This design comes from an exercise in tuning for small area and a short achievable clock period on the open sky130 flow, not from production work.
In this exercise RTL edits were held to simulation tests only and were not proved equivalent to the original.
No activity file was given, so power comes from the tool's default toggle rates.

## run 1
Design tta16, start of the top module:
module tta16 (
	input		cpu_clk_i,
	input		cpu_rst_i,
	output	reg		wb_cyc_o,
	output	reg	[1:0]	wb_stb_o,
	output	reg		wb_we_o,
	input			wb_ack_i,
	input			wb_rty_i,
	input			wb_err_i,
	output		[2:0]	wb_cti_o,
	output		[1:0]	wb_bte_o,
	output		[22:0]	wb_adr_o,
	output		[1:0]	wb_sel_o,
	output		[15:0]	wb_dat_o,
	input		[1:0]	wb_sel_i,
	input		[15:0]	wb_dat_i,
	output			imem_en_o,
	output	reg	[9:0]	imem_adr_o,
	input		[31:0]	imem_dat_i,
	output	reg	[1:0]	imem_we_o,
	output		[9:0]	imem_wadr_o,
	output	reg	[15:0]	imem_wdat_o
);
Size in the first run: roughly 610 flip-flops, about 140 I/O pins.
Settings: LEC_CHECK=0, ABC_AREA=1, CAP_MARGIN=20, CORE_MARGIN=2, CORE_UTILIZATION=40, GPL_ROUTABILITY_DRIVEN=0, PLACE_DENSITY=0.6, SETUP_SLACK_MARGIN=4.5, SLEW_MARGIN=20; clock period 8.0 ns.
standard.sh (not shown) runs the stock make flow with config.mk's settings and CLKGATE_MAP_FILE= SYNTH_SCRIPT=/design/flow/synth_recipe.tcl, a recipe that flattens the netlist after the stock synthesis.
==> flow/flow/run.sh <==
#!/bin/bash
# The standard layout, with faster port buffers (buf_2 in place of the
# delay-buffer cell buffer_ports picks by default), which the resizer may
# then size as usual.
set -euo pipefail
export BUFFER_PORTS_ARGS="-buffer_cell sky130_fd_sc_hd__buf_2"
bash standard.sh > standard.log 2>&1
Both conditions hold for run 1: the flow ran to the end and the final layout passed the timing, design-rule and antenna checks.
Edits applied to the flow inputs when going from run 1 to run 2:
- a deleted ABC_AREA that had been 1
- an added ABC_CLOCK_PERIOD_IN_PS of 3500
- a deleted GPL_ROUTABILITY_DRIVEN that had been 0
==> flow/flow/run.sh <==
#!/bin/bash
# The standard layout, with faster port buffers (buf_4 in place of the
# delay-buffer cell buffer_ports picks by default), which the resizer may
# then size as usual.
set -euo pipefail
export BUFFER_PORTS_ARGS="-buffer_cell sky130_fd_sc_hd__buf_4"
bash standard.sh > standard.log 2>&1
[summary]
Number of non-clock inverters | run 2 below run 1. [compare] base=run 1 new=run 2: worst reg-to-reg setup slack stayed essentially flat; met2 layer usage reported by global route went down by 0.76 points. Looking only at synthesis-to-finish area growth, and setting everything else aside, the higher value of run 2 and run 1 goes to run 1. Run 1 has a lower worst setup margin than run 2. Compared with run 1, run 2 shows a higher number of placement rows.
Modified inputs, run 3 compared to run 2
- putting CTS_BUF_LIST at sky130_fd_sc_hd__clkbuf_8 where nothing was set
- clearing ABC_CLOCK_PERIOD_IN_PS, which used to be 3500
- putting ABC_AREA at 1 where nothing was set
==> flow/flow/run.sh <==
#!/bin/bash
# The standard layout, with faster port buffers (buf_2 in place of the
# delay-buffer cell buffer_ports picks by default), which the resizer may
# then size as usual.
set -euo pipefail
export BUFFER_PORTS_ARGS="-buffer_cell sky130_fd_sc_hd__buf_2"
bash standard.sh > standard.log 2>&1
### Flow results
- Run 3: wire length the detailed router placed on met1 lower than run 2
- [diff] routed wire length, run 3 relative to run 2: improvement
- Comparing run 2 against run 3, there is no change at all in number of port buffers.
- Launching instance or port of the critical path = imem_dat_i[12]: run 2; launching instance or port of the critical path = t_com[7]: run 3
- Run 3 vs run 2 — cell internal power dissipation dropped by a little under 10%
Here is what was changed in the inputs of run 4 compared with run 3.
- SETUP_SLACK_MARGIN now 4.8, was 4.5
- CTS_BUF_LIST no longer set, was sky130_fd_sc_hd__clkbuf_8
==> flow/flow/run.sh <==
#!/bin/bash
# The standard layout, with faster port buffers (buf_4 in place of the
# delay-buffer cell buffer_ports picks by default), which the resizer may
# then size as usual.
set -euo pipefail
export BUFFER_PORTS_ARGS="-buffer_cell sky130_fd_sc_hd__buf_4"
bash standard.sh > standard.log 2>&1
## What came out
- Compared with run 3, placement density in the core of run 4 is higher.
- Run 4 reached the final stage; the timing, design-rule and antenna checks on its layout passed.
- Run 3 → run 4: number of clock buffers inserted by TritonCTS went down by 34%; worst hold slack comparable; cell count along the critical path -2; clock network fraction of total power moved up.

separate check: timing with driven ports:
Ports are ideal in the flow. The routed layouts listed here were re-timed in OpenROAD. Step 1: set_driving_cell puts a clkbuf_16 on cpu_clk_i and a buf_2 on each other input, an assumption about the parent block. Step 2 also shifts input and output timing later by t, the mid clock arrival at the registers, as if the neighbouring blocks saw the same clock. Slacks: ideal / step 1 / step 2; pairs: ideal / step 1.
| run | t (ns) | setup WS [ns] | worst setup path after step 2 | cell pins on the clock port's net |
|---|---|---|---|---|
| run 1 | 0.678 | 4.480 / 4.490 / 3.811 | input to register | 1 |
| run 2 | 0.701 | 4.566 / 4.570 / 3.907 | input to register | 1 |
| run 3 | 0.795 | 4.545 / 4.545 / 3.786 | input to register | 1 |
| run 4 | 0.689 | 4.626 / 4.626 / 3.962 | input to register | 1 |
After both steps setup and hold are still met in every run listed. For run 3, which loses most, drivers alone change the setup slack by 0.000 ns; drivers and shift together by -0.759 ns.
